What follows belongs to an exercise in optimizing a design on an open flow for small area, a short achievable clock period and few clock cycles per item; a production flow would make more cautious choices. At most, simulation tests tie the RTL to the original design; equivalence was not proved. Function not checked in run 4: the RTL went through the layout flow alone.

==> design/flow/design.v <==
`timescale 1ns / 1ps
module MINB #(parameter N = 9) ( w, m );
input  [8*N-1:0] w;
output [7:0]     m;
wire [N-1:0] dead [0:8];
assign dead[8] = {N{1'b0}};
genvar k, i;
generate for (k = 7; k >= 0; k = k - 1) begin : gk
    wire [N-1:0] e;
    for (i = 0; i < N; i = i + 1) begin : gi
        assign e[i] = dead[k+1][i] | w[8*i+k];
    end
    assign m[k] = &e;
    assign dead[k] = dead[k+1] | ({N{~m[k]}} & e);
end endgenerate
endmodule
module MIN9( w, m );
input  [71:0] w;
output [7:0]  m;
MINB #(9) mn (w, m);
endmodule
`timescale 1ns / 1ps
module LT8( a, b, lt );
input  [7:0] a, b;
output lt;
wire [8:0] c;
assign c[0] = 1'b0;
genvar i;
generate for (i = 0; i < 8; i = i + 1) begin : gb
    assign c[i+1] = (a[i] ^ b[i]) ? b[i] : c[i];
end endgenerate
assign lt = c[8];
endmodule
`timescale 1ns / 1ps
module MAX3( a, b, c, m );
input  [7:0] a, b, c;
output [7:0] m;
wire [7:0] mn;
MINB #(3) mx ({~c, ~b, ~a}, mn);
assign m = ~mn;
endmodule
`timescale 1ns / 1ps
module alight_est( clock, reset, valid, start, min, A, Aq );
input clock;
input reset;
input valid;
input start;
input  [7:0] min;
output [7:0] A;
output [6:0] Aq;
reg [6:0] Areg;
wire [6:0] base = start ? 7'd52 : Areg;         
wire [7:0] mx_n;
MINB #(2) mx ({~min, 1'b0, ~base}, mx_n);
assign A  = ~mx_n;
assign Aq = Areg;
always @(posedge clock)
begin
    if (reset)      Areg <= 7'd52;
    else if (valid) Areg <= A[6:0];
end
endmodule
`timescale 1ns / 1ps
module transmission_estimation( r5, g5, b5, bc3 );
input  [7:0] r5, g5, b5;
output [7:0] bc3;
wire [7:0] bc;
MAX3 mx (r5, g5, b5, bc);
wire [7:0] y = {bc[6:0], 1'b0};
wire [8:0] c;
assign c[0] = 1'b0;
genvar i;
generate for (i = 0; i < 8; i = i + 1) begin : gb
    assign bc3[i]  = bc[i] ^ y[i] ^ c[i];
    assign c[i+1] = (bc[i] ^ y[i]) ? c[i] : bc[i];
end endgenerate
endmodule
`timescale 1ns / 1ps
module ABSDIFF( C, A, d, s );
input  [7:0] C, A;
output [7:0] d;
output       s;
wire [7:0] x;
wire [8:0] bo, nz;
assign bo[0] = 1'b0;
assign nz[0] = 1'b0;
genvar i;
generate for (i = 0; i < 8; i = i + 1) begin : gd
    assign x[i]    = C[i] ^ A[i] ^ bo[i];
    assign bo[i+1] = (C[i] ^ A[i]) ? A[i] : bo[i];
    assign d[i]    = x[i] ^ (bo[8] & nz[i]);
    assign nz[i+1] = nz[i] | x[i];
end endgenerate
assign s = ~bo[8] & nz[8];
endmodule
module div_step #(parameter K = 7) ( x, t, y );
input  [23:0] x;
input  [7:0]  t;
output [23:0] y;
wire [8:0] a = {x[7:0], 1'b0};
wire [8:0] d;
wire [9:0] bw;
assign bw[0] = 1'b0;
genvar i;
generate for (i = 0; i < 9; i = i + 1) begin : gi
    wire ti = (i < 8) ? t[i] : 1'b0;
    assign d[i]    = 1'b0;
    assign bw[i+1] = (a[i] ^ ti) ? ti : bw[i];
end endgenerate
wire       b  = ~bw[9];                      
wire [7:0] ts = t & {8{b}};
wire [8:0] b2;
wire [7:0] rn;
assign b2[0] = 1'b0;
for (i = 0; i < 8; i = i + 1) begin : gs
    assign rn[i]   = a[i] ^ ts[i] ^ b2[i];
    assign b2[i+1] = (a[i] ^ ts[i]) ? ts[i] : b2[i];
end
wire [7:0] q  = x[15:8] | ({7'd0, b} << K);
assign y = {x[23:16], q, (K == 0) ? 8'd0 : rn};
endmodule
module scene_recovery( A, q, s, J );
input  [7:0] A, q;
input        s;
output [7:0] J;
wire [7:0] y = s ? q : ~q;
wire [7:0] u;
wire [8:0] c;
assign c[0] = ~s;
genvar i;
generate for (i = 0; i < 8; i = i + 1) begin : gb
    wire a = (i == 7) ? 1'b1 : A[i];
    assign u[i]   = a ^ y[i] ^ c[i];
    assign c[i+1] = (a ^ y[i]) ? c[i] : a;
end endgenerate
assign J = (c[8] == s) ? {8{s}} : u;
endmodule
`timescale 1ns / 1ps
module haze_removal( clock, reset, in_valid, frame_start, win_r, win_g, win_b,
                     out_valid, Jr, Jg, Jb );
parameter ICUT = 1;                   
parameter GCUT = 0;                   
parameter MCUT = 0;                   
parameter [7:0] DCUT = 8'b01000001;   
parameter SCUT = 0;                   
parameter OCUT = 1;                   
input clock;
input reset;
input in_valid;
input frame_start;
input [71:0] win_r, win_g, win_b;
output out_valid;
output [7:0] Jr, Jg, Jb;
wire [71:0] wr, wg, wb;
wire        v0, fs0;
PIPE  #(217, ICUT) p_i  (clock, {frame_start, win_r, win_g, win_b}, {fs0, wr, wg, wb});
VPIPE #(ICUT)      p_iv (clock, reset, in_valid, v0);
wire [23:0] gr_c, gg_c, gb_c;
MINB #(3) g_r0 (wr[23:0],  gr_c[7:0]);
MINB #(3) g_r1 (wr[47:24], gr_c[15:8]);
MINB #(3) g_r2 (wr[71:48], gr_c[23:16]);
MINB #(3) g_g0 (wg[23:0],  gg_c[7:0]);
MINB #(3) g_g1 (wg[47:24], gg_c[15:8]);
MINB #(3) g_g2 (wg[71:48], gg_c[23:16]);
MINB #(3) g_b0 (wb[23:0],  gb_c[7:0]);
MINB #(3) g_b1 (wb[47:24], gb_c[15:8]);
MINB #(3) g_b2 (wb[71:48], gb_c[23:16]);
wire [23:0] gr, gg, gb;
wire [7:0]  cr1, cg1, cb1;
wire        v1, fs1;
PIPE  #(97, GCUT) p_g  (clock, {fs0, gr_c, gg_c, gb_c, wr[39:32], wg[39:32], wb[39:32]},
                               {fs1, gr, gg, gb, cr1, cg1, cb1});
VPIPE #(GCUT)      p_gv (clock, reset, v0, v1);
wire [7:0] mr_c, mg_c, mb_c, bc3;
transmission_estimation bc_est (cr1, cg1, cb1, bc3);
MINB #(3) m_r (gr, mr_c);
MINB #(3) m_g (gg, mg_c);
MINB #(3) m_b (gb, mb_c);
wire [7:0] mr, mg, mb, bc3m, cr, cg, cb;
wire       v2, fs2;
PIPE  #(57, MCUT) p_m  (clock, {fs1, mr_c, mg_c, mb_c, bc3, cr1, cg1, cb1},
                               {fs2, mr, mg, mb, bc3m, cr, cg, cb});
VPIPE #(MCUT)     p_mv (clock, reset, v1, v2);
wire [7:0] t_n;
MINB #(4) t_max ({~bc3m, mr, mg, mb}, t_n);
wire [7:0] t = ~t_n;
wire [7:0] Ar, Ag, Ab;        
wire [6:0] Ar_q, Ag_q, Ab_q;  
alight_est al_r (clock, reset, v2, fs2, mr, Ar, Ar_q);
alight_est al_g (clock, reset, v2, fs2, mg, Ag, Ag_q);
alight_est al_b (clock, reset, v2, fs2, mb, Ab, Ab_q);
wire [7:0] dr, dg, db;
wire       sr, sg, sb;
ABSDIFF ad_r (cr, Ar, dr, sr);
ABSDIFF ad_g (cg, Ag, dg, sg);
ABSDIFF ad_b (cb, Ab, db, sb);
wire [23:0] br [0:8];
wire [23:0] bg [0:8];
wire [23:0] bb [0:8];
wire [7:0]  tt [0:8];
wire        vv [0:8];
assign br[0] = {sr, Ar[6:0], 8'd0, dr};
assign bg[0] = {sg, Ag[6:0], 8'd0, dg};
assign bb[0] = {sb, Ab[6:0], 8'd0, db};
assign tt[0] = t;
assign vv[0] = v2;
genvar k;
generate
for (k = 0; k < 8; k = k + 1) begin : step
    wire [23:0] xr, xg, xb;
    wire [7:0]  xt;
    wire        xv;
    DPIPE #(DCUT[k], (DCUT & ((8'd1 << k) - 8'd1)) != 8'd0) p_d (clock, reset, br[k], bg[k], bb[k], tt[k], vv[k],
                                 Ar_q, Ag_q, Ab_q, xr, xg, xb, xt, xv);
    div_step #(.K(7-k)) sr (xr, xt, br[k+1]);
    div_step #(.K(7-k)) sg (xg, xt, bg[k+1]);
    div_step #(.K(7-k)) sb (xb, xt, bb[k+1]);
    assign tt[k+1] = xt;
    assign vv[k+1] = xv;
end
endgenerate
wire [23:0] yr, yg, yb;
wire [7:0]  yt;
wire        yv;
DPIPE #(SCUT, DCUT != 8'd0) p_s (clock, reset, br[8], bg[8], bb[8], tt[8], vv[8],
                          Ar_q, Ag_q, Ab_q, yr, yg, yb, yt, yv);
wire [7:0] Jr_c, Jg_c, Jb_c;
scene_recovery rc_r ({1'b1, yr[22:16]}, yr[15:8], yr[23], Jr_c);
scene_recovery rc_g ({1'b1, yg[22:16]}, yg[15:8], yg[23], Jg_c);
scene_recovery rc_b ({1'b1, yb[22:16]}, yb[15:8], yb[23], Jb_c);
PIPE  #(24, OCUT) p_o  (clock, {Jr_c, Jg_c, Jb_c}, {Jr, Jg, Jb});
VPIPE #(OCUT)     p_ov (clock, reset, yv, out_valid);
endmodule
module PIPE #(parameter W = 1, parameter EN = 1) ( clock, d, q );
input          clock;
input  [W-1:0] d;
output [W-1:0] q;
generate if (EN) begin : r
    reg [W-1:0] x;
    always @(posedge clock) x <= d;
    assign q = x;
end else begin : w
    assign q = d;
end endgenerate
endmodule
module VPIPE #(parameter EN = 1) ( clock, reset, d, q );
input  clock, reset, d;
output q;
generate if (EN) begin : r
    reg x;
    always @(posedge clock)
        if (reset) x <= 1'b0;
        else       x <= d;
    assign q = x;
end else begin : w
    assign q = d;
end endgenerate
endmodule
module DPIPE #(parameter EN = 1, parameter AFTER = 0) ( clock, reset, dr, dg, db, dt, dv,
                                                        Ar, Ag, Ab, qr, qg, qb, qt, qv );
input         clock, reset;
input  [23:0] dr, dg, db;
input  [7:0]  dt;
input         dv;
input  [6:0]  Ar, Ag, Ab;
output [23:0] qr, qg, qb;
output [7:0]  qt;
output        qv;
generate if (EN) begin : r
    reg [23:0] xr, xg, xb;
    reg [7:0]  xt;
    always @(posedge clock)
    begin
        xr <= dr; xg <= dg; xb <= db; xt <= dt;
    end
    if (AFTER) begin : a
        assign qr = xr; assign qg = xg; assign qb = xb;
    end else begin : n
        assign qr = {xr[23], Ar, xr[15:0]};
        assign qg = {xg[23], Ag, xg[15:0]};
        assign qb = {xb[23], Ab, xb[15:0]};
    end
    assign qt = xt;
    VPIPE #(1) v (clock, reset, dv, qv);
end else begin : w
    assign qr = dr; assign qg = dg; assign qb = db; assign qt = dt; assign qv = dv;
end endgenerate
endmodule
==> design/flow/flow/run.sh <==
#!/bin/bash
# The standard layout (bash standard.sh: ORFS synthesis to finish, with
# the standard flow's config.mk and SDC unchanged), with two changes to how the layout is
# made:
#  * the port buffers are plain buffers (buf_1) instead of the delay buffers
#    that buffer_ports otherwise picks;
#  * repair_timing aims for a setup slack margin, so that the resizer works on
#    the critical paths although the 40 ns clock is met with room to spare.
# Each tool's full output goes to standard.log in this folder (ORFS also
# keeps its per-step logs under orfs/logs).
set -euo pipefail
export BUFFER_PORTS_ARGS="-buffer_cell sky130_fd_sc_hd__buf_1"
export SETUP_SLACK_MARGIN=${SETUP_SLACK_MARGIN_OVERRIDE:-28.5}
bash standard.sh > standard.log 2>&1
==> design/flow/standard.sh <==
#!/bin/bash
# synth_recipe.tcl (not shown) runs the flow's synth.tcl, then flattens the netlist and writes it again
# the make line also repeats each setting of config.mk as NAME=value (left out here)
make -C /OpenROAD-flow-scripts/flow DESIGN_CONFIG=/design/flow/config.mk WORK_HOME=/design/flow/orfs CLKGATE_MAP_FILE= SYNTH_SCRIPT=/design/flow/synth_recipe.tcl "${@:-finish}"
==> design/flow/config.mk <==
export PLATFORM = sky130hd
export DESIGN_NAME = haze_removal
export DESIGN_NICKNAME = haze_removal
export VERILOG_FILES = /design/flow/design.v
export SDC_FILE = /design/flow/constraint.sdc
export NUM_CORES = 4
export LEC_CHECK = 0
export ABC_AREA = 1
export CAP_MARGIN = 20
export CORE_MARGIN = 2
export CORE_UTILIZATION = 40
export SLEW_MARGIN = 20
==> design/flow/constraint.sdc <==
create_clock -name core_clock -period 40.0 [get_ports {clock}]
set_input_delay 8.0000 -clock core_clock [delete_from_list [all_inputs] [get_ports {clock}]]
set_output_delay 8.0000 -clock core_clock [all_outputs]
set_load 0.01 [all_outputs]
==> out/qor.csv, run 1 <==
stage,metric,value,unit
run_status,status,timing/DRC/antenna clean,
clock_tree,Post-CTS Setup Repair Bufs,0,
worst_setup_path,Worst EP required,32000,ps
cells_and_area,"commonest non-fill, non-tap cell in the layout",nand2_1,
placement,DP Wirelength,47630,µm
yosys,mean post-synth cell area,6.536,µm²
floorplanning,core box area,56600,µm²
floorplanning,Starting Density,40.67,%
routing,drt first pass iters,5,
sta,Final Max Tran Viols,0,
clock_tree,Worst-path clk slew,60,ps
sta,Rel. slew slack,34.38,%
cells_and_area,NumNets Final,3980,
placement,GPL Wtd Cong,0.8861,
routing,post-route ant nets,0,
floorplanning,Die X,243.9,µm
sta,Slew @ Worst Pin,983.2,ps
sta,Post-Route Setup TNS,0,ps
routing,Post-Route WL,60420,µm
placement,Post-DP Area,24470,µm²
floorplanning,# IOs,245,
cells_and_area,fin area,25990,µm²
sta,fmax,110.6,MHz
worst_setup_path,Crit Path Max Fanout,1,
clock_tree,clk sink count,375,
placement,Port Buffers,244,
sta,Final setup viols,0,
routing,Remaining DRCs,0,
worst_setup_path,Setup CP Type,register to primary output,
yosys,Post-synth top flop,dfxtp_1,
yosys,Yosys reg bits,375,
sta,period utilization,22.60,%
worst_setup_path,CP top delay family,flip-flops,
sta,final hold violation count,0,
routing,initial drt markers,1073,
cells_and_area,"commonest cells after routing, fill and taps aside","nand2_1, inv_1, dfxtp_1, nand3_1, buf_1",
worst_setup_path,crit path cell chain,buf_1,
yosys,"Cell Area, Synth",23020,µm²
run,Max Cap Viol,0,
yosys,async set or reset register ratio after synthesis,0,%
worst_setup_path,Worst Path Buf+Inv,1,
worst_setup_path,crit end category,primary output,
yosys,post-synth top area cell,dfxtp_1,
worst_setup_path,Critical Path AT,1040,ps
worst_setup_path,Worst path slowest cell,dfxtp_1,
sta,fin crit period,9041,ps
placement,placed insts,4459,
global_routing,pin count of the biggest net entering global routing,44,
clock_tree,TritonCTS clock tree,done,
yosys,Yosys top cell area share,32.61,%
routing,Vias,21410,
clock_tree,Inserted Clock Buffers,43,
yosys,Post-synth EDFFs,0,
global_routing,Tot GR Track Use,20.29,%
cells_and_area,multi-input logic area,12690,µm²
worst_setup_path,crit path launch type,register,
global_routing,antenna violations before repair,5,
clock_tree,H-tree levels,2,
floorplanning,die area,59480,µm²
cells_and_area,FILL cells,5921,
yosys,Synth cell types,68,
clock_tree,post-CTS sizing,0,
yosys,Post-Synthesis Net Count,3754,
sta,Final Skew,32.50,ps
clock_tree,"Clk Latency, worst-skew pair",590,ps
yosys,register area share after synthesis,32.61,%
yosys,synth warn,10,
cells_and_area,share of layout cells above drive strength 1,8.358,%
clock_tree,CTS Hold Bufs,0,
cells_and_area,layout overhead on the synthesized area,12.89,%
global_routing,vias in the first global route,19860,
worst_setup_path,CP peak stage delay,310,ps
routing,Via density,4.716,
cells_and_area,final core occ,45.91,%
min_path,Hold WC Path Type,register to register,
clock_tree,Max Buffers Root-to-Sink,3,
floorplanning,Die H,243.9,µm
clock_tree,clk root buf,clkbuf_16,
yosys,synthesized instance count,3522,
cells_and_area,"Cell Count, Final, Fillers Out",4539,
cells_and_area,Register Area,7507,µm²
global_routing,first-pass GRT wire length,98640,µm
global_routing,total gr overflow,0,
sta,RSZ-0062 raised after global routing,no,
routing,wire length per cell,13.31,µm
floorplanning,num rows,87,
yosys,Synth area leaders,"dfxtp_1, nand2_1, inv_1",
-- per-stage QoR --
stage,setup slack [ps],hold slack [ps]
final,30960,329.9
after global routing,30510,342.5
after CTS,30920,331.3
after detailed placement,31220,317.8
after global placement,31230,313.4
after floorplan,31460,309.6
-- state kept, by name, indices dropped and copies added, names as in the netlist --
register	flops
step.p_d.r.xb	31
al_r.Areg	7
al_g.Areg	7
p_i.r.x	217
al_b.Areg	7
p_o.r.x	24
p_iv.r.x	1
step.p_d.r.xt	16
step.p_d.r.xr	31
step.p_d.r.xg	31
p_ov.r.x	1
step.p_d.r.v.r.x	2
-- layout make-up --
class                   instances  area share (%)
inverters                     616           8.936
flip-flops and latches        375           28.89
multi-input cells            2455           48.82
diodes                          2         0.01926
clock inverters                25           1.281
repair buffers                257           3.900
well taps                     756           3.640
clock buffers                  53           4.516
-- logic make-up after synthesis --
logic type | after synthesis | synth area share [%]
AO/OA/AOI/OAI | 542 | 13.29
flip-flops | 375 | 32.61
adder cells (fa/ha/maj) | 33 | 1.631
buffers and inverters | 692 | 12.27
multiplexers | 1 | 0.04349
XOR/XNOR | 200 | 7.838
AND/OR/NAND/NOR | 1679 | 32.31
-- layer usage --
layer | share of wire (%) | global-route usage [%]
met5 | 0.038 | 0
met4 | 1.9 | 4.645
met3 | 5.3 | 3.051
met2 | 46 | 34.77
met1 | 47 | 26.79
-- cell usage after synthesis (14+ instances only) --
| master | instances |
|---|---|
| buf_6 | 17 |
| o211ai_1 | 14 |
| nand2_1 | 1036 |
| nand3_2 | 24 |
| buf_2 | 18 |
| nand2_4 | 15 |
| dfxtp_1 | 375 |
| nand3b_1 | 23 |
| maj3_1 | 21 |
| a21oi_1 | 228 |
| o21ai_1 | 25 |
| o221ai_1 | 16 |
| nor2_1 | 150 |
| inv_1 | 583 |
| clkbuf_1 | 23 |
| nand2_2 | 115 |
| o21ai_0 | 155 |
| or2_2 | 23 |
| xnor2_1 | 33 |
| nand3_1 | 246 |
| xor2_1 | 160 |
| o22ai_1 | 49 |
| inv_2 | 25 |
| buf_4 | 14 |
-- worst paths after layout --
check	slack, ps	to	cells past startpoint	start
worst max-delay path	30960	Jb[1]	1	p_o.r.x[1]
worst min-delay path	330	step[6].p_d.r.xr[23]	0	step[0].p_d.r.xr[23]
worst max register to register	31420	step[0].p_d.r.xt[0]	71	p_i.r.x[111]
worst min register to register	330	step[6].p_d.r.xr[23]	0	step[0].p_d.r.xr[23]
Testbench counts, summed over its fixed seeds: cycles 16,024, items 16,000.
==> run 2, diff against run 1 <==
--- a/design/flow/config.mk
+++ b/design/flow/config.mk
@@ -8,5 +8,5 @@
 export ABC_AREA = 1
 export CAP_MARGIN = 20
 export CORE_MARGIN = 2
-export CORE_UTILIZATION = 40
+export CORE_UTILIZATION = 75
 export SLEW_MARGIN = 20
==> out/qor.csv, run 2 <==
stage,metric,value,unit,change
clock_tree,H-tree levels,2,,unchanged
yosys,Synth area leaders,"dfxtp_1, nand2_1, inv_1",,
sta,final setup margin,30920,ps,-36.20 ps
sta,Slew @ Worst Pin,1026,ps,+42.38 ps
sta,period utilization,22.69,%,+0.091 points
floorplanning,Die X,179.2,µm,-27%
global_routing,met1 usage,44.88,%,+18 points
yosys,Post-synth EDFFs,0,,unchanged
yosys,Yosys top cell area share,32.61,%,unchanged
floorplanning,Die H,179.2,µm,-27%
sta,fmax,110.2,MHz,-0.40%
worst_setup_path,Worst path slowest cell,dfxtp_1,,
sta,Final setup viols,0,,unchanged
clock_tree,Post-CTS Setup Repair Bufs,0,,unchanged
routing,drt first pass iters,8,,+3
worst_setup_path,crit end category,primary output,,
cells_and_area,Largest register FFs,217,,unchanged
placement,Port Buffers,244,,unchanged
sta,Rel. slew slack,31.56,%,-2.8 points
floorplanning,num rows,64,,-26%
worst_setup_path,crit path launch type,register,,
clock_tree,clk sink count,375,,unchanged
sta,final hold violation count,0,,unchanged
yosys,mean post-synth cell area,6.536,µm²,unchanged
global_routing,Top Usage Layer GRT,met2,,
routing,Via density,5.721,,+21%
floorplanning,core box area,30430,µm²,-46%
routing,wire length per cell,15.46,µm,+16%
yosys,Post-Synthesis Net Count,3754,,unchanged
global_routing,vias in the first global route,22550,,+14%
worst_setup_path,Setup CP Type,register to primary output,,
yosys,Post-synth top flop,dfxtp_1,,
cells_and_area,"commonest non-fill, non-tap cell in the layout",nand2_1,,
yosys,Yosys reg bits,375,,unchanged
clock_tree,clk root buf,clkbuf_16,,
yosys,register area share after synthesis,32.61,%,unchanged
clock_tree,CTS Hold Bufs,0,,unchanged
worst_setup_path,crit path cell chain,buf_1,,
sta,Post-Route Setup TNS,0,ps,unchanged
worst_setup_path,Worst EP required,32000,ps,about the same
sta,Min Hold Slack,326.1,ps,-3.783 ps
global_routing,antenna violations before repair,0,,-5
clock_tree,Max Buffers Root-to-Sink,3,,unchanged
global_routing,first-pass GRT wire length,102800,µm,+4.2%
routing,initial drt markers,1924,,+79%
cells_and_area,final core occ,83.02,%,+37 points
worst_setup_path,Worst Path Buf+Inv,1,,unchanged
yosys,post-synth top area cell,dfxtp_1,,
routing,Remaining DRCs,0,,unchanged
global_routing,routing usage on met2,70.66,%,+36 points
global_routing,met3 GRT Util,6.849,%,+3.8 points
clock_tree,"Clk Latency, worst-skew pair",550,ps,-40 ps
cells_and_area,FILL cells,2009,,-66%
cells_and_area,NumNets Final,3973,,-0.18%
floorplanning,Starting Density,75.65,%,+35 points
run,Max Cap Viol,0,,unchanged
floorplanning,die area,32110,µm²,-46%
routing,post-route ant nets,0,,unchanged
yosys,commonest cells in the synthesized netlist,"nand2_1, inv_1, dfxtp_1, nand3_1, a21oi_1",,
cells_and_area,"commonest cells after routing, fill and taps aside","nand2_1, inv_1, dfxtp_1, nand3_1, buf_1",,
routing,Vias,23820,,+11%
global_routing,total gr overflow,0,,unchanged
worst_setup_path,CP peak stage delay,370,ps,+60 ps
global_routing,Tot GR Track Use,39.54,%,+19 points
clock_tree,post-CTS sizing,0,,unchanged
floorplanning,# IOs,245,,unchanged
sta,fin crit period,9078,ps,+36.20 ps
cells_and_area,Reg with most FFs,p_i.r.x,,
placement,GPL Wtd Cong,0.9550,,+7.8%
cells_and_area,share of layout cells above drive strength 1,8.017,%,-0.34 points
clock_tree,Inserted Clock Buffers,37,,-14%
placement,dpl ws,31250,ps,+30.70 ps
yosys,synth warn,10,,unchanged
sta,Final Max Tran Viols,0,,unchanged
clock_tree,Worst-path clk slew,60,ps,about the same
yosys,Synth cell types,68,,unchanged
yosys,"Cell Area, Synth",23020,µm²,unchanged
yosys,synthesized instance count,3522,,unchanged
yosys,async set or reset register ratio after synthesis,0,%,unchanged
sta,RSZ-0062 raised after global routing,no,,
worst_setup_path,Critical Path AT,1080,ps,+40 ps
clock_tree,TritonCTS clock tree,done,,
routing,Post-Route WL,64370,µm,+6.5%
run_status,status,timing/DRC/antenna clean,,
cells_and_area,layout overhead on the synthesized area,9.746,%,
yosys,dominant cell by count in the synthesized netlist,nand2_1,,
sta,Final Skew,30.45,ps,-2.058 ps
worst_setup_path,CP top delay family,flip-flops,,
placement,DP Wirelength,46490,µm,-2.4%
global_routing,pin count of the biggest net entering global routing,44,,unchanged
min_path,Hold WC Path Type,register to register,,
worst_setup_path,Crit Path Max Fanout,1,,unchanged
cells_and_area,ant diodes,0,,-2
## run 2: cells by family after synthesis
| logic type | count (synthesis) | share of synthesized area [%] |
|---|---|---|
| buffers and inverters | 692 | 12.27 |
| multiplexers | 1 | 0.04349 |
| AO/OA/AOI/OAI | 542 | 13.29 |
| AND/OR/NAND/NOR | 1679 | 32.31 |
| adder cells (fa/ha/maj) | 33 | 1.631 |
| flip-flops | 375 | 32.61 |
| XOR/XNOR | 200 | 7.838 |
## run 2: per-stage QoR
| step | instances | area (µm²) |
|---|---|---|
| 3_3_place_gp | 4098 | 24020 |
| 6_report | 4163 | 25260 |
| 5_1_grt | 4163 | 25260 |
| 2_1_floorplan | 3522 | 23020 |
| 3_5_place_dp | 4098 | 24020 |
| 4_1_cts | 4163 | 25260 |
## run 2: layout make-up
class	count	area [µm²]	area share, %
clock inverter	15	186.4	0.7380
inverter	616	2322	9.193
clock buffer	50	1056	4.180
timing repair buffer	256	1006	3.982
multi-input combinational	2455	12690	50.22
tap	396	495.5	1.961
sequential	375	7510	29.73
## run 2: path summary, 6_finish.rpt
check | from | endpoint | slack [ps] | cells after the start
worst max-delay path | p_ov.r.x | out_valid | 30920 | 1
worst max register to register | p_i.r.x[39] | step[0].p_d.r.xb[2] | 31260 | 53
worst min-delay path | step[0].p_d.r.xb[23] | step[6].p_d.r.xb[23] | 330 | 0
worst min register to register | step[0].p_d.r.xb[23] | step[6].p_d.r.xb[23] | 330 | 0
## run 2: per-layer routing
layer | share of wire (%) | wire length (µm)
met3 | 9.3 | 6014
met2 | 48 | 31110
met4 | 5.1 | 3298
met5 | 0 | 0
met1 | 37 | 23950
==> run 3, diff against run 2 <==
--- a/design/flow/flow/run.sh
+++ b/design/flow/flow/run.sh
@@ -10,5 +10,5 @@
 # keeps its per-step logs under orfs/logs).
 set -euo pipefail
 export BUFFER_PORTS_ARGS="-buffer_cell sky130_fd_sc_hd__buf_1"
-export SETUP_SLACK_MARGIN=${SETUP_SLACK_MARGIN_OVERRIDE:-28.5}
+export SETUP_SLACK_MARGIN=${SETUP_SLACK_MARGIN_OVERRIDE:-31.0}
 bash standard.sh > standard.log 2>&1
==> out/qor.csv, run 3 <==
stage,metric,value,unit,change
yosys,Post-synth EDFFs,0,,unchanged
clock_tree,Max Buffers Root-to-Sink,3,,unchanged
worst_setup_path,CP peak stage delay,330,ps,-40 ps
yosys,largest family of logic cells by synthesized area,simple AND/OR/NAND/NOR gates,,
worst_setup_path,Worst Path Buf+Inv,1,,unchanged
sta,Final Skew,31.76,ps,+1.311 ps
clock_tree,clk root buf,clkbuf_16,,
run,Max Cap Viol,0,,unchanged
floorplanning,Die H,179.2,µm,unchanged
sta,Min Hold Slack,327.1,ps,+1.018 ps
yosys,mean post-synth cell area,6.536,µm²,unchanged
yosys,Synth area leaders,"dfxtp_1, nand2_1, inv_1",,
cells_and_area,FILL cells,1947,,-3.1%
sta,period utilization,22.50,%,-0.19 points
worst_setup_path,Setup CP Type,register to primary output,,
floorplanning,# IOs,245,,unchanged
floorplanning,die area,32110,µm²,unchanged
worst_setup_path,crit end category,primary output,,
placement,DP Wirelength,46490,µm,unchanged
cells_and_area,Reg with most FFs,p_i.r.x,,
clock_tree,TritonCTS clock tree,done,,
cells_and_area,multi-input logic area,12770,µm²,+0.67%
yosys,Yosys reg bits,375,,unchanged
routing,Remaining DRCs,0,,unchanged
floorplanning,num rows,64,,unchanged
sta,final setup margin,31000,ps,+77.30 ps
yosys,synthesized instance count,3522,,unchanged
yosys,async set or reset register ratio after synthesis,0,%,unchanged
sta,Rel. slew slack,34.24,%,+2.7 points
sta,Post-Route Setup TNS,0,ps,unchanged
routing,Vias,24030,,+0.92%
cells_and_area,final core occ,83.77,%,+0.75 points
cells_and_area,ant diodes,0,,unchanged
floorplanning,Die X,179.2,µm,unchanged
global_routing,first-pass GRT wire length,102800,µm,unchanged
placement,Post-DP Area,24020,µm²,unchanged
sta,fin crit period,9000,ps,-77.30 ps
clock_tree,Worst-path clk slew,60,ps,about the same
sta,fmax,111.1,MHz,+0.86%
yosys,register area share after synthesis,32.61,%,unchanged
sta,Final Max Tran Viols,0,,unchanged
worst_setup_path,Crit Path Max Fanout,1,,unchanged
routing,initial drt markers,2108,,+9.6%
yosys,Synth Area in Adders,1.631,%,unchanged
clock_tree,Inserted Clock Buffers,37,,unchanged
placement,dpl ws,31250,ps,unchanged
cells_and_area,Register Area,7528,µm²,+0.25%
global_routing,vias in the first global route,22550,,-0.013%
floorplanning,Starting Density,75.65,%,unchanged
cells_and_area,share of layout cells above drive strength 1,9.626,%,+1.6 points
worst_setup_path,Critical Path AT,1000,ps,-80 ps
routing,Post-Route WL,66040,µm,+2.6%
yosys,Synth cell types,68,,unchanged
yosys,dominant cell by count in the synthesized netlist,nand2_1,,
yosys,Synth Area in XOR/XNOR,7.838,%,unchanged
global_routing,antenna violations before repair,0,,unchanged
yosys,synth warn,10,,unchanged
sta,RSZ-0062 raised after global routing,yes,,
routing,wire length per cell,15.85,µm,+2.5%
worst_setup_path,Worst path slowest cell,dfxtp_1,,
routing,post-route ant nets,0,,unchanged
yosys,Synth Area in Simple Gates,32.31,%,unchanged
yosys,Post-Synthesis Net Count,3754,,unchanged
sta,Slew @ Worst Pin,985.3,ps,-40.22 ps
yosys,Synth Area in Compound Gates,13.29,%,unchanged
worst_setup_path,Worst EP required,32000,ps,about the same
yosys,"Cell Area, Synth",23020,µm²,unchanged
cells_and_area,layout overhead on the synthesized area,10.74,%,
min_path,Hold WC Path Type,register to register,,
yosys,Post-synth top flop,dfxtp_1,,
clock_tree,H-tree levels,2,,unchanged
global_routing,Tot GR Track Use,39.54,%,unchanged
cells_and_area,"commonest cells after routing, fill and taps aside","nand2_1, inv_1, dfxtp_1, nand3_1, a21oi_1",,
yosys,post-synthesis mux area share,0.04349,%,unchanged
yosys,Yosys top cell area share,32.61,%,unchanged
clock_tree,"Clk Latency, worst-skew pair",550,ps,about the same
cells_and_area,"commonest non-fill, non-tap cell in the layout",nand2_1,,
run_status,status,timing/DRC/antenna clean,,
cells_and_area,fin area,25490,µm²,+0.91%
worst_setup_path,CP top delay family,flip-flops,,
sta,Final setup viols,0,,unchanged
floorplanning,core box area,30430,µm²,unchanged
yosys,post-synth top area cell,dfxtp_1,,
worst_setup_path,crit path cell chain,clkbuf_2,,
clock_tree,clk sink count,375,,unchanged
yosys,commonest cells in the synthesized netlist,"nand2_1, inv_1, dfxtp_1, nand3_1, a21oi_1",,
global_routing,pin count of the biggest net entering global routing,44,,unchanged
routing,drt first pass iters,7,,-1
worst_setup_path,Reg2Reg Setup Slack,31720,ps,+460 ps
sta,final hold violation count,0,,unchanged
cells_and_area,NumNets Final,3977,,+0.10%
placement,GPL Wtd Cong,0.9550,,unchanged
routing,Via density,5.768,,+0.82%
worst_setup_path,crit path launch type,register,,
cells_and_area,Largest register FFs,217,,unchanged
placement,Port Buffers,244,,unchanged
global_routing,total gr overflow,0,,unchanged
[run 3: cell type report]
class / instances / share of cell area [%]
clock buffer: 50 / 4.143
tap: 396 / 1.944
inverter: 616 / 9.149
multi-input combinational: 2455 / 50.10
sequential: 375 / 29.53
clock inverter: 15 / 0.7314
timing repair inverter: 1 / 0.01963
timing repair buffer: 259 / 4.378
[run 3: path summary, 6_finish.rpt]
| check | from | end | cells after the start |
|---|---|---|---|
| worst max-delay path | p_o.r.x[7] | Jb[7] | 1 |
| worst min-delay path | step[0].p_d.r.xb[23] | step[6].p_d.r.xb[23] | 0 |
| worst max register to register | p_i.r.x[111] | step[0].p_d.r.xg[23] | 48 |
| worst min register to register | step[0].p_d.r.xb[23] | step[6].p_d.r.xb[23] | 0 |
[run 3: cell families (layout without fill, tap and decap cells)]
logic type | count (synthesis) | count (layout)
flops | 375 | 375
compound gates | 542 | 542
xor+xnor | 200 | 200
buf+inv | 692 | 941
fa+ha+maj | 33 | 33
mux | 1 | 1
simple gates | 1679 | 1679
[run 3: repair_timing]
action,CTS,global route
gates cloned,0,1
buffers inserted,0,3
endpoints found under the setup margin,7,70
gates resized for setup,8,75
hold buffers,0,0
[run 3: metal layers]
| layer | up-vias | track usage, % | wire, µm |
|---|---|---|---|
| met1 | 10920 | 44.88 | 24500 |
| li1 | 11500 | - | - |
| met3 | 291 | 6.849 | 5843 |
| met5 | - | 0 | 0 |
| met4 | 0 | 20.93 | 3324 |
| met2 | 1321 | 70.66 | 32370 |
[run 3: per-stage QoR]
stage / instances
floorplan: 3522
global placement: 4098
detailed placement: 4098
CTS: 4163
global route: 4167
finish: 4167
==> run 4, diff against run 3 <==
--- a/design/flow/design.v
+++ b/design/flow/design.v
@@ -173,9 +173,9 @@
 VPIPE #(GCUT)      p_gv (clock, reset, v0, v1);
 wire [7:0] mr_c, mg_c, mb_c, bc3;
 transmission_estimation bc_est (cr1, cg1, cb1, bc3);
-MINB #(3) m_r (gr, mr_c);
-MINB #(3) m_g (gg, mg_c);
-MINB #(3) m_b (gb, mb_c);
+MIN9 m_r (wr, mr_c);
+MIN9 m_g (wg, mg_c);
+MIN9 m_b (wb, mb_c);
 wire [7:0] mr, mg, mb, bc3m, cr, cg, cb;
 wire       v2, fs2;
 PIPE  #(57, MCUT) p_m  (clock, {fs1, mr_c, mg_c, mb_c, bc3, cr1, cg1, cb1},
--- a/design/flow/flow/run.sh
+++ b/design/flow/flow/run.sh
@@ -10,5 +10,5 @@
 # keeps its per-step logs under orfs/logs).
 set -euo pipefail
 export BUFFER_PORTS_ARGS="-buffer_cell sky130_fd_sc_hd__buf_1"
-export SETUP_SLACK_MARGIN=${SETUP_SLACK_MARGIN_OVERRIDE:-31.0}
+export SETUP_SLACK_MARGIN=${SETUP_SLACK_MARGIN_OVERRIDE:-28.5}
 bash standard.sh > standard.log 2>&1
--- a/design/flow/config.mk
+++ b/design/flow/config.mk
@@ -8,5 +8,5 @@
 export ABC_AREA = 1
 export CAP_MARGIN = 20
 export CORE_MARGIN = 2
-export CORE_UTILIZATION = 75
+export CORE_UTILIZATION = 40
 export SLEW_MARGIN = 20
==> out/qor.csv, run 4 <==
stage,metric,value,unit,change
clock_tree,post-CTS sizing,0,,-8
sta,Slew @ Worst Pin,883.6,ps,-101.7 ps
yosys,Yosys top cell area share,33.41,%,+0.80 points
floorplanning,# IOs,245,,unchanged
floorplanning,num rows,86,,+34%
clock_tree,"Clk Latency, worst-skew pair",600,ps,+50 ps
clock_tree,TritonCTS clock tree,done,,
clock_tree,clk sink count,375,,unchanged
yosys,dominant cell by count in the synthesized netlist,nand2_1,,
min_path,min-delay src,step[0].p_d.r.xr[23],,
sta,Min Hold Slack,328.3,ps,+1.222 ps
floorplanning,Die H,241.0,µm,+34%
cells_and_area,share of layout cells above drive strength 1,8.270,%,-1.4 points
global_routing,vias in the first global route,19050,,-16%
yosys,Yosys reg bits,375,,unchanged
yosys,Post-synth EDFFs,0,,unchanged
routing,Remaining DRCs,0,,unchanged
worst_setup_path,Crit Path Max Fanout,12,,+11
placement,DP Wirelength,47490,µm,+2.2%
yosys,Post-Synthesis Net Count,3650,,-2.8%
worst_setup_path,Worst Path Buf+Inv,7,,+6
yosys,mean post-synth cell area,6.570,µm²,+0.53%
worst_setup_path,Worst path slowest cell,o211ai_1,,
routing,Vias,20770,,-14%
min_path,hold endpoint,step[6].p_d.r.xr[23],,
routing,initial drt markers,1125,,-47%
sta,Post-Route Setup TNS,0,ps,unchanged
run_status,status,timing/DRC/antenna clean,,
worst_setup_path,CP top delay family,simple AND/OR/NAND/NOR gates,,
yosys,Synth area leaders,"dfxtp_1, nand2_1, inv_1",,
run,Max Cap Viol,0,,unchanged
cells_and_area,Largest register FFs,217,,unchanged
worst_setup_path,Worst EP required,40470,ps,+8470 ps
clock_tree,Max Buffers Root-to-Sink,3,,unchanged
cells_and_area,"commonest non-fill, non-tap cell in the layout",nand2_1,,
sta,final hold violation count,0,,unchanged
worst_setup_path,Worst R2R Start,p_i.r.x[111],,
global_routing,Tot GR Track Use,20.78,%,-19 points
yosys,"Cell Area, Synth",22470,µm²,-2.4%
routing,wire length per cell,13.62,µm,-14%
yosys,Synth cell types,64,,-5.9%
yosys,post-synth top area cell,dfxtp_1,,
floorplanning,Die X,241.0,µm,+34%
min_path,Min-Delay Path Depth,0,,unchanged
placement,Port Buffers,244,,unchanged
worst_setup_path,crit path launch type,register,,
yosys,commonest cells in the synthesized netlist,"nand2_1, inv_1, dfxtp_1, nand3_1, nor2_1",,
sta,RSZ-0062 raised after global routing,no,,
yosys,register area share after synthesis,33.41,%,+0.80 points
worst_setup_path,CP peak stage delay,420,ps,+90 ps
global_routing,first-pass GRT wire length,96880,µm,-5.8%
sta,fin crit period,9368,ps,+367.3 ps
floorplanning,core box area,55310,µm²,+82%
placement,Post-DP Area,23800,µm²,-0.90%
yosys,Post-synth top flop,dfxtp_1,,
clock_tree,Post-CTS Setup Repair Bufs,0,,unchanged
worst_setup_path,cell mode on critical path,nand2_1,,
cells_and_area,Reg with most FFs,p_i.r.x,,
sta,period utilization,23.42,%,+0.92 points
clock_tree,Worst-path clk slew,60,ps,about the same
routing,Post-Route WL,60270,µm,-8.7%
worst_setup_path,Worst Reg2Reg Path Length in Cells,63,,+31%
yosys,synth warn,11,,+1
clock_tree,Inserted Clock Buffers,42,,+14%
cells_and_area,layout overhead on the synthesized area,12.89,%,
worst_setup_path,reg2reg end,step[0].p_d.r.xg[2],,
worst_setup_path,Setup CP Type,register to register,,
worst_setup_path,Reg2Reg Setup Slack,30630,ps,-1090 ps
global_routing,total gr overflow,0,,unchanged
worst_setup_path,crit end category,register,,
cells_and_area,FILL cells,5823,,+200%
cells_and_area,fin area,25360,µm²,-0.50%
cells_and_area,"commonest cells after routing, fill and taps aside","nand2_1, inv_1, dfxtp_1, nand3_1, buf_1",,
floorplanning,die area,58080,µm²,+81%
cells_and_area,NumNets Final,3872,,-2.6%
routing,drt first pass iters,5,,-2
routing,Via density,4.694,,-19%
clock_tree,H-tree levels,2,,unchanged
sta,Rel. slew slack,40.83,%,+6.6 points
global_routing,pin count of the biggest net entering global routing,46,,+4.5%
sta,Final Skew,48.09,ps,+16.33 ps
routing,post-route ant nets,0,,unchanged
yosys,async set or reset register ratio after synthesis,0,%,unchanged
clock_tree,clk root buf,clkbuf_16,,
sta,Final setup viols,0,,unchanged
worst_setup_path,Critical Path AT,9840,ps,+8840 ps
global_routing,antenna violations before repair,1,,+1
floorplanning,Starting Density,40.63,%,-35 points
placement,GPL Wtd Cong,0.9796,,+2.6%
sta,fmax,106.8,MHz,-3.9%
min_path,Hold WC Path Type,register to register,,
clock_tree,CTS Hold Bufs,0,,unchanged
sta,Final Max Tran Viols,0,,unchanged
yosys,synthesized instance count,3420,,-2.9%
run 4: cell types whose count changed in the layout (fill, tap and decap cells not counted), moves of 16 or more:
cell,previous run,this run
dfxtp_2,17,0
nand3_1,246,265
nor2_1,146,183
dfxtp_1,358,375
nand2_1,1036,1063
o22ai_1,49,33
inv_1,581,504
o21a_1,7,24
a21oi_1,223,138
buf_1,219,244
run 4: worst max path at each step:
stage / startpoint / endpoint / slack, ps / depth (start not counted)
floorplan: reset / al_b.Areg[3] / 31230 / 5
global placement: p_i.r.x[183] / step[0].p_d.r.xr[1] / 30800 / 65
detailed placement: p_i.r.x[111] / step[0].p_d.r.xg[2] / 30710 / 63
CTS: p_i.r.x[111] / step[0].p_d.r.xg[2] / 30650 / 63
global route: p_i.r.x[111] / step[0].p_d.r.xg[2] / 29360 / 63
finish: p_i.r.x[111] / step[0].p_d.r.xg[2] / 30630 / 63
run 4: logic make-up after synthesis:
group           share of synthesized area (%)
simple gates                            34.56
compound gates                          11.89
flops                                   33.41
fa+ha+maj                               1.314
mux                                   0.04455
xor+xnor                                7.078
buf+inv                                 11.70
run 4: final cells by class:
type,count,area [µm²],area share (%)
antenna,1,2.502,0.009866
clock buffer,54,1177,4.642
clock inverter,24,352.8,1.391
inverter,536,2014,7.942
multi-input combinational,2429,12330,48.62
sequential,375,7507,29.60
tap,748,935.9,3.690
timing repair buffer,258,1041,4.104
run 4: through the flow:
stage                     util (%)  setup WS (ps)  instances
after floorplan                  -          31230       3420
after global placement       43.04          30800       4345
after detailed placement     43.04          30710       4345
after CTS                    45.81          30650       4423
after global routing         45.86          29360       4425
final                        45.86          30630       4425
run 4: routing by layer:
metal,part of all wire (%),global-route usage (%),vias to the layer above,wire [µm]
met4,2.8,5.874,0,1699
li1,-,-,11200,-
met1,48,27.60,8989,28780
met3,4.8,3.122,97,2903
met5,0,0,-,0
met2,45,34.93,491,26890
==> run 5, diff against run 4 <==
--- a/design/flow/design.v
+++ b/design/flow/design.v
@@ -50,9 +50,9 @@
 output [6:0] Aq;
 reg [6:0] Areg;
 wire [6:0] base = start ? 7'd52 : Areg;         
-wire [7:0] mx_n;
-MINB #(2) mx ({~min, 1'b0, ~base}, mx_n);
-assign A  = ~mx_n;
+wire lt;
+LT8 cmp ({1'b1, base}, min, lt);
+assign A  = lt ? min : {1'b1, base};
 assign Aq = Areg;
 always @(posedge clock)
 begin
@@ -104,18 +104,11 @@
 genvar i;
 generate for (i = 0; i < 9; i = i + 1) begin : gi
     wire ti = (i < 8) ? t[i] : 1'b0;
-    assign d[i]    = 1'b0;
+    assign d[i]    = a[i] ^ ti ^ bw[i];
     assign bw[i+1] = (a[i] ^ ti) ? ti : bw[i];
 end endgenerate
 wire       b  = ~bw[9];                      
-wire [7:0] ts = t & {8{b}};
-wire [8:0] b2;
-wire [7:0] rn;
-assign b2[0] = 1'b0;
-for (i = 0; i < 8; i = i + 1) begin : gs
-    assign rn[i]   = a[i] ^ ts[i] ^ b2[i];
-    assign b2[i+1] = (a[i] ^ ts[i]) ? ts[i] : b2[i];
-end
+wire [7:0] rn = b ? d[7:0] : a[7:0];
 wire [7:0] q  = x[15:8] | ({7'd0, b} << K);
 assign y = {x[23:16], q, (K == 0) ? 8'd0 : rn};
 endmodule
@@ -138,10 +131,10 @@
 `timescale 1ns / 1ps
 module haze_removal( clock, reset, in_valid, frame_start, win_r, win_g, win_b,
                      out_valid, Jr, Jg, Jb );
-parameter ICUT = 1;                   
-parameter GCUT = 0;                   
+parameter ICUT = 0;                   
+parameter GCUT = 1;                   
 parameter MCUT = 0;                   
-parameter [7:0] DCUT = 8'b01000001;   
+parameter [7:0] DCUT = 8'b00001000;   
 parameter SCUT = 0;                   
 parameter OCUT = 1;                   
 input clock;
@@ -173,9 +166,9 @@
 VPIPE #(GCUT)      p_gv (clock, reset, v0, v1);
 wire [7:0] mr_c, mg_c, mb_c, bc3;
 transmission_estimation bc_est (cr1, cg1, cb1, bc3);
-MIN9 m_r (wr, mr_c);
-MIN9 m_g (wg, mg_c);
-MIN9 m_b (wb, mb_c);
+MINB #(3) m_r (gr, mr_c);
+MINB #(3) m_g (gg, mg_c);
+MINB #(3) m_b (gb, mb_c);
 wire [7:0] mr, mg, mb, bc3m, cr, cg, cb;
 wire       v2, fs2;
 PIPE  #(57, MCUT) p_m  (clock, {fs1, mr_c, mg_c, mb_c, bc3, cr1, cg1, cb1},
--- a/design/flow/flow/run.sh
+++ b/design/flow/flow/run.sh
@@ -4,6 +4,8 @@
 # made:
 #  * the port buffers are plain buffers (buf_1) instead of the delay buffers
 #    that buffer_ports otherwise picks;
+#  * after floorplan, upsized combinational cells go back to drive
+#    strength 1 (flow/downsize.tcl), for the repair steps to size again;
 #  * repair_timing aims for a setup slack margin, so that the resizer works on
 #    the critical paths although the 40 ns clock is met with room to spare.
 # Each tool's full output goes to standard.log in this folder (ORFS also
@@ -11,4 +13,5 @@
 set -euo pipefail
 export BUFFER_PORTS_ARGS="-buffer_cell sky130_fd_sc_hd__buf_1"
 export SETUP_SLACK_MARGIN=${SETUP_SLACK_MARGIN_OVERRIDE:-28.5}
+export POST_FLOORPLAN_TCL=$(pwd)/flow/downsize.tcl
 bash standard.sh > standard.log 2>&1
==> design/flow/flow/downsize.tcl (new file) <==
# Area recovery before placement: every combinational cell that synthesis
# upsized goes back to drive strength 1 of the same function (same pins);
# the later repair steps (repair_design, repair_timing) size up again where
# slew, capacitance or timing need it. Registers, clock cells and the port
# buffers are left as they are.
set db [ord::get_db]
set n 0
foreach inst [[ord::get_db_block] getInsts] {
  set m [$inst getMaster]
  set name [$m getName]
  if {![regexp {^sky130_fd_sc_hd__([a-z0-9]+)_([0-9]+)$} $name -> base size]} { continue }
  if {$size <= 1} { continue }
  if {[regexp {^(df|sdf|edf|dl|clk|tap|fill|decap|conb|diode|buf$)} $base]} { continue }
  set new [$db findMaster sky130_fd_sc_hd__${base}_1]
  if {$new == "NULL"} { continue }
  $inst swapMaster $new
  incr n
}
puts "downsize: $n cells set to drive strength 1"
==> out/qor.csv, run 5 <==
stage,metric,value,unit,change
yosys,Post-Synthesis Net Count,3584,,-1.8%
yosys,Post-synth EDFFs,0,,unchanged
floorplanning,die area,50520,µm²,-13%
placement,placed insts,4175,,-3.9%
clock_tree,clk root buf,clkbuf_16,,
routing,Remaining DRCs,0,,unchanged
worst_setup_path,Worst path depth,30,,-52%
run_status,status,timing/DRC/antenna clean,,
yosys,Yosys top cell area share,19.41,%,-14 points
clock_tree,CTS Hold Bufs,0,,unchanged
yosys,"Cell Area, Synth",19500,µm²,-13%
min_path,Min-Delay Path Depth,2,,+2
sta,Slew @ Worst Pin,976.9,ps,+93.33 ps
cells_and_area,top flop regs,"p_g.r.x (97), p_o.r.x (24)",,
yosys,register area share after synthesis,19.41,%,-14 points
cells_and_area,ant diodes,0,,-1
placement,Post-DP Area,20040,µm²,-16%
floorplanning,num rows,80,,-7.0%
worst_setup_path,CP top delay family,compound AO/OA/AOI/OAI gates,,
worst_setup_path,CP peak stage delay,260,ps,-160 ps
yosys,post-synth top area cell,dfxtp_1,,
cells_and_area,multi-input logic area,13600,µm²,+10%
yosys,mean post-synth cell area,5.808,µm²,-12%
yosys,Synth area leaders,"dfxtp_1, nand2_1, inv_1",,
global_routing,Tot GR Track Use,21.41,%,+0.63 points
clock_tree,Max Buffers Root-to-Sink,2,,-1
worst_setup_path,Crit Path Max Fanout,3,,-9
worst_setup_path,Setup CP Type,input port to register,,
clock_tree,TritonCTS clock tree,done,,
cells_and_area,Largest register FFs,97,,-55%
min_path,hold endpoint,p_ov.r.x,,
sta,final hold violation count,0,,unchanged
sta,Final setup viols,0,,unchanged
sta,RSZ-0062 raised after global routing,yes,,
worst_setup_path,Reg2Reg Setup Slack,29280,ps,-1350 ps
worst_setup_path,cell mode on critical path,a21oi_1,,
worst_setup_path,Worst Path Buf+Inv,6,,-1
run,Max Cap Viol,0,,unchanged
routing,Via density,4.856,,+3.5%
global_routing,vias in the first global route,17660,,-7.3%
yosys,Synth cell types,62,,-3.1%
cells_and_area,FILL cells,5158,,-11%
yosys,async set or reset register ratio after synthesis,0,%,unchanged
worst_setup_path,Worst Reg2Reg Path Length in Cells,98,,+56%
worst_setup_path,crit end category,register,,
yosys,synth warn,8,,-3
global_routing,total gr overflow,0,,unchanged
placement,Port Buffers,244,,unchanged
clock_tree,"Clk Latency, worst-skew pair",500,ps,-100 ps
cells_and_area,Reg with most FFs,p_g.r.x,,
yosys,synthesized instance count,3357,,-1.8%
sta,Rel. slew slack,34.80,%,-6.0 points
routing,wire length per cell,12.98,µm,-4.7%
cells_and_area,Register Area,3796,µm²,-49%
cells_and_area,share of layout cells above drive strength 1,11.10,%,+2.8 points
routing,Post-Route WL,55570,µm,-7.8%
cells_and_area,"commonest cells after routing, fill and taps aside","nand2_1, inv_1, nand3_1, buf_1",,
placement,dpl ws,25980,ps,-4728 ps
sta,fin crit period,11090,ps,+1724 ps
clock_tree,Inserted Clock Buffers,17,,-60%
routing,initial drt markers,1167,,+3.7%
yosys,commonest cells in the synthesized netlist,"nand2_1, inv_1, nand3_1, a21oi_1, dfxtp_1",,
clock_tree,H-tree levels,4,,+2
worst_setup_path,Worst path slowest cell,a21oi_1,,
sta,final setup margin,28910,ps,-1724 ps
worst_setup_path,Worst EP required,40380,ps,-90 ps
yosys,Yosys reg bits,189,,-50%
global_routing,first-pass GRT wire length,86570,µm,-11%
worst_setup_path,Critical Path AT,11470,ps,+1630 ps
sta,Final Skew,14.55,ps,-33.53 ps
routing,drt first pass iters,5,,unchanged
sta,fmax,90.16,MHz,-16%
routing,post-route ant nets,0,,unchanged
floorplanning,Die X,224.8,µm,-6.7%
routing,Vias,20800,,+0.11%
worst_setup_path,crit path launch type,input port,,
floorplanning,Die H,224.8,µm,-6.7%
worst_setup_path,reg2reg end,step[3].p_d.r.xg[3],,
cells_and_area,final core occ,47.15,%,+1.3 points
sta,period utilization,27.73,%,+4.3 points
floorplanning,# IOs,245,,unchanged
clock_tree,clk sink count,189,,-50%
global_routing,pin count of the biggest net entering global routing,33,,-28%
global_routing,antenna violations before repair,0,,-1
floorplanning,core box area,47950,µm²,-13%
cells_and_area,"Cell Count, Final, Fillers Out",4282,,-3.2%
sta,Post-Route Setup TNS,0,ps,unchanged
clock_tree,Worst-path clk slew,70,ps,about the same
placement,DP Wirelength,44520,µm,-6.3%
sta,Final Max Tran Viols,0,,unchanged
worst_setup_path,Worst R2R Start,p_g.r.x[7],,
cells_and_area,fin area,22610,µm²,-11%
min_path,min-delay src,step[3].p_d.r.v.r.x,,
min_path,Hold WC Path Type,register to register,,
yosys,Post-synth top flop,dfxtp_1,,
cells_and_area,"commonest non-fill, non-tap cell in the layout",nand2_1,,
floorplanning,Starting Density,40.66,%,about the same
cells_and_area,NumNets Final,3881,,+0.23%
yosys,dominant cell by count in the synthesized netlist,nand2_1,,
cells_and_area,layout overhead on the synthesized area,15.95,%,
placement,GPL Wtd Cong,0.9017,,-8.0%
[run 5: changes by cell type in the layout (fill, tap and decap cells not counted), moves of 55 or more]
cell | before | now
nand2_1 | 1063 | 980
or2_1 | 3 | 97
o21ai_1 | 36 | 108
dfxtp_1 | 375 | 185
buf_4 | 13 | 88
nand2_2 | 103 | 48
inv_1 | 504 | 559
[run 5: per-stage QoR]
step	hold WS (ps)
finish	412.4
global route	456.0
CTS	413.0
detailed placement	402.2
global placement	404.8
floorplan	388.3
[run 5: final cells by class]
| class | instances | share of cell area, % |
|---|---|---|
| Tap cell | 615 | 3.404 |
| Timing Repair Buffer | 336 | 7.162 |
| Multi-Input combinational cell | 2523 | 60.18 |
| Clock buffer | 17 | 1.882 |
| Inverter | 587 | 9.813 |
| Clock inverter | 15 | 0.7693 |
| Sequential cell | 189 | 16.79 |
[run 5: cells by family after synthesis]
group	synth area share, %
and+or+nand+nor	41.39
buffers and inverters	13.07
AOI/OAI and AO/OA	18.73
DFF	19.41
xor gates and xnor gates	6.700
adders and majority gates	0.6097
muxes	0.1027
[run 5: worst max-delay path by stage]
stage / start / end / slack (ps)
final: win_r[63] / p_g.r.x[88] / 28910
after floorplan: win_r[39] / p_g.r.x[80] / 29030
after detailed placement: p_g.r.x[7] / step[3].p_d.r.xb[2] / 25980
after global routing: p_g.r.x[7] / step[3].p_d.r.xr[5] / 28250
after CTS: p_g.r.x[23] / step[3].p_d.r.xr[3] / 28500
after global placement: p_g.r.x[23] / step[3].p_d.r.xb[3] / 25860
[run 5: tightest hold or removal path, cell delays in order (launching register included)]
cell     delay (ps)
dfxtp_1         300
inv_1            40
nor2_1           30
[run 5: repair_timing]
action,CTS,global route
gates cloned,0,4
setup buffers,5,66
setup endpoints to repair,46,62
resized for setup,63,334
pin swaps,5,71
[run 5: layer usage]
metal | share of wire (%) | GRT usage (%) | vias up
met4 | 1.4 | 5.618 | 0
met3 | 4.9 | 3.697 | 48
met1 | 47 | 27.67 | 9039
met2 | 47 | 36.74 | 408
li1 | - | - | 11300
met5 | 0 | 0 | -
Testbench counts of run 5, summed over its fixed seeds: cycles 16,016, items 16,000.
==> run 6, diff against run 5 <==
--- a/design/flow/flow/run.sh
+++ b/design/flow/flow/run.sh
@@ -12,6 +12,6 @@
 # keeps its per-step logs under orfs/logs).
 set -euo pipefail
 export BUFFER_PORTS_ARGS="-buffer_cell sky130_fd_sc_hd__buf_1"
-export SETUP_SLACK_MARGIN=${SETUP_SLACK_MARGIN_OVERRIDE:-28.5}
+export SETUP_SLACK_MARGIN=${SETUP_SLACK_MARGIN_OVERRIDE:-0}
 export POST_FLOORPLAN_TCL=$(pwd)/flow/downsize.tcl
 bash standard.sh > standard.log 2>&1
==> out/qor.csv, run 6 <==
stage,metric,value,unit,change
yosys,post-synth top area cell,dfxtp_1,,
sta,Slew @ Worst Pin,992.8,ps,+15.85 ps
sta,RSZ-0062 raised after global routing,no,,
yosys,commonest cells in the synthesized netlist,"nand2_1, inv_1, nand3_1, a21oi_1, dfxtp_1",,
clock_tree,"Clk Latency, worst-skew pair",490,ps,about the same
cells_and_area,final core occ,43.06,%,-4.1 points
global_routing,first-pass GRT wire length,86310,µm,-0.29%
yosys,Post-synth EDFFs,0,,unchanged
floorplanning,Starting Density,40.66,%,unchanged
global_routing,pin count of the biggest net entering global routing,33,,unchanged
worst_setup_path,CP peak stage delay,650,ps,+390 ps
clock_tree,clk sink count,189,,unchanged
yosys,async set or reset register ratio after synthesis,0,%,unchanged
worst_setup_path,Setup CP Type,register to register,,
routing,drt first pass iters,6,,+1
worst_setup_path,Worst path slowest cell,nand3_1,,
yosys,synthesized instance count,3357,,unchanged
cells_and_area,FILL cells,5311,,+3.0%
clock_tree,Inserted Clock Buffers,17,,unchanged
yosys,synth warn,8,,unchanged
clock_tree,Max Buffers Root-to-Sink,2,,unchanged
cells_and_area,share of layout cells above drive strength 1,1.503,%,-9.6 points
sta,Rel. slew slack,33.74,%,-1.1 points
clock_tree,post-CTS sizing,0,,-100%
yosys,Synth cell types,62,,unchanged
cells_and_area,layout overhead on the synthesized area,5.891,%,
cells_and_area,"commonest cells after routing, fill and taps aside","nand2_1, inv_1, nand3_1, buf_1, a21oi_1",,
yosys,Post-synth top flop,dfxtp_1,,
yosys,Yosys top cell area share,19.41,%,unchanged
min_path,Min-Delay Path Depth,2,,unchanged
clock_tree,Post-CTS Setup Repair Bufs,0,,-5
floorplanning,die area,50520,µm²,unchanged
routing,Remaining DRCs,0,,unchanged
cells_and_area,Reg with most FFs,p_g.r.x,,
yosys,Post-Synthesis Net Count,3584,,unchanged
yosys,"Cell Area, Synth",19500,µm²,unchanged
worst_setup_path,Worst EP required,40380,ps,about the same
floorplanning,Die X,224.8,µm,unchanged
sta,final hold violation count,0,,unchanged
yosys,Synth area leaders,"dfxtp_1, nand2_1, inv_1",,
cells_and_area,"Cell Count, Final, Fillers Out",4208,,-1.7%
floorplanning,# IOs,245,,unchanged
worst_setup_path,Crit Path Max Fanout,15,,+12
clock_tree,Worst-path clk slew,70,ps,about the same
placement,Port Buffers,244,,unchanged
clock_tree,clk root buf,clkbuf_16,,
global_routing,vias in the first global route,17590,,-0.45%
cells_and_area,fin area,20640,µm²,-8.7%
clock_tree,TritonCTS clock tree,done,,
sta,period utilization,35.19,%,+7.5 points
min_path,min-delay src,step[3].p_d.r.v.r.x,,
cells_and_area,"commonest non-fill, non-tap cell in the layout",nand2_1,,
routing,Via density,4.801,,-1.1%
run,Max Cap Viol,0,,unchanged
sta,fmax,71.05,MHz,-21%
sta,Final Skew,14.85,ps,+0.2959 ps
worst_setup_path,Worst Reg2Reg Path Length in Cells,93,,-5.1%
global_routing,antenna violations before repair,0,,unchanged
routing,post-route ant nets,0,,unchanged
floorplanning,Die H,224.8,µm,unchanged
worst_setup_path,Reg2Reg Setup Slack,25930,ps,-3350 ps
routing,initial drt markers,1171,,+0.34%
placement,GPL Wtd Cong,0.9017,,unchanged
yosys,dominant cell by count in the synthesized netlist,nand2_1,,
routing,wire length per cell,12.65,µm,-2.6%
sta,fin crit period,14070,ps,+2983 ps
worst_setup_path,Worst R2R Start,p_g.r.x[7],,
routing,Vias,20200,,-2.8%
run_status,status,timing/DRC/antenna clean,,
cells_and_area,top flop regs,"p_g.r.x (97), p_o.r.x (24)",,
worst_setup_path,Critical Path AT,14450,ps,+2980 ps
global_routing,Tot GR Track Use,21.36,%,-0.048 points
placement,Post-DP Area,20040,µm²,unchanged
yosys,mean post-synth cell area,5.808,µm²,unchanged
floorplanning,num rows,80,,unchanged
sta,Post-Route Setup TNS,0,ps,unchanged
routing,Post-Route WL,53210,µm,-4.2%
worst_setup_path,crit path launch type,register,,
yosys,register area share after synthesis,19.41,%,unchanged
worst_setup_path,cell mode on critical path,nand2_1,,
min_path,Hold WC Path Type,register to register,,
yosys,Yosys reg bits,189,,unchanged
placement,DP Wirelength,44520,µm,unchanged
cells_and_area,Largest register FFs,97,,unchanged
min_path,hold endpoint,p_ov.r.x,,
placement,placed insts,4175,,unchanged
global_routing,total gr overflow,0,,unchanged
floorplanning,core box area,47950,µm²,unchanged
sta,Final setup viols,0,,unchanged
sta,Final Max Tran Viols,0,,unchanged
cells_and_area,NumNets Final,3806,,-1.9%
worst_setup_path,reg2reg end,step[3].p_d.r.xg[3],,
worst_setup_path,crit end category,register,,
clock_tree,CTS Hold Bufs,0,,unchanged
clock_tree,H-tree levels,4,,unchanged
## run 6: cell count changes in the layout (fill, tap and decap cells not counted), moves of 15 or more
cell     previous run  this run
nand2_4            22         0
nand2_1           980      1050
a21oi_2            36         0
nand3_1           244       304
nor2_1            167       188
inv_2              15         0
a21oi_1           185       223
nand3_2            53         0
nand2_2            48         0
o21ai_2            31         0
inv_1             559       578
buf_4              88        20
o21ai_0           141       182
## run 6: layout make-up
cell class,instances,area [µm²],area share [%]
clock inverter,15,173.9,0.8424
tap,615,769.5,3.727
multi-input combinational,2520,12220,59.19
sequential,189,3784,18.33
inverter,587,2203,10.67
antenna,1,2.502,0.01212
clock buffer,17,425.4,2.061
timing repair buffer,264,1067,5.170
## run 6: per-layer routing
layer / share of wire (%) / up-vias / global-route usage, %
met1: 48 / 8616 / 27.73
li1: - / 11130 / -
met5: 0 / - / 0
met2: 45 / 406 / 36.43
met3: 4.8 / 48 / 3.566
met4: 1.6 / 0 / 5.960
## run 6: metrics by stage
step | worst slack [ps] | hold WS, ps
floorplan | 29030 | 388.3
global placement | 25860 | 404.8
detailed placement | 25980 | 402.2
CTS | 25910 | 413.0
global route | 24190 | 456.0
finish | 25930 | 414.9
## run 6: worst max path at each step
| stage | cells past startpoint | slack [ps] | from | to |
|---|---|---|---|---|
| after floorplan | 28 | 29030 | win_r[39] | p_g.r.x[80] |
| after global placement | 93 | 25860 | p_g.r.x[23] | step[3].p_d.r.xb[3] |
| after detailed placement | 93 | 25980 | p_g.r.x[7] | step[3].p_d.r.xb[2] |
| after CTS | 93 | 25910 | p_g.r.x[7] | step[3].p_d.r.xb[4] |
| after global routing | 93 | 24190 | p_g.r.x[23] | step[3].p_d.r.xb[2] |
| final | 93 | 25930 | p_g.r.x[7] | step[3].p_d.r.xg[3] |
## run 6: worst max-delay path: cells and delay by family (launching register included)
family / cells / cell delay (ps)
buffers and inverters: 8 / 960
and+or+nand+nor: 68 / 9170
adders and majority gates: 1 / 250
AOI/OAI and AO/OA: 16 / 3070
DFF: 1 / 450
## run 6: cell families after synthesis
group	after synthesis	share of synthesized area [%]
AOI/OAI and AO/OA	647	18.73
muxes	2	0.1027
DFF	189	19.41
adders and majority gates	10	0.6097
buffers and inverters	648	13.07
and+or+nand+nor	1717	41.39
xor gates and xnor gates	144	6.700

re-timing with driven ports:
The results above use ideal ports. As a check the final layouts listed here were re-extracted and re-timed, cells and wires unchanged. Step 1: set_driving_cell puts a clkbuf_16 on clock and a buf_2 on each other input, an assumption about the parent block. Step 2 adds t to the input delays and takes it off the output delays; t is the mean of the earliest and latest rising clock arrival at the registers after step 1. Input paths then give back, and output paths get back, about the clock's delay inside the block. a / b / c = ideal ports / drivers / drivers and shift; a / b = the first two.
run | t, ns | setup WS [ns] | worst setup path at the end | latest minus earliest clock arrival (ns)
run 1 | 0.629 | 30.959 / 30.908 / 31.233 | input to register | 0.032 / 0.032
run 2 | 0.587 | 30.922 / 30.868 / 31.199 | input to register | 0.031 / 0.031
run 3 | 0.584 | 31.000 / 30.946 / 31.200 | input to register | 0.032 / 0.032
run 4 | 0.621 | 30.632 / 30.632 / 30.632 | register to register | 0.049 / 0.048
run 5 | 0.546 | 28.908 / 28.944 / 28.397 | input to register | 0.015 / 0.015
run 6 | 0.544 | 25.926 / 25.926 / 25.926 | register to register | 0.015 / 0.015
After both steps setup and hold are still met in every run listed. For run 5, which loses most, drivers alone change the setup slack by +0.036 ns; drivers and shift together by -0.511 ns.
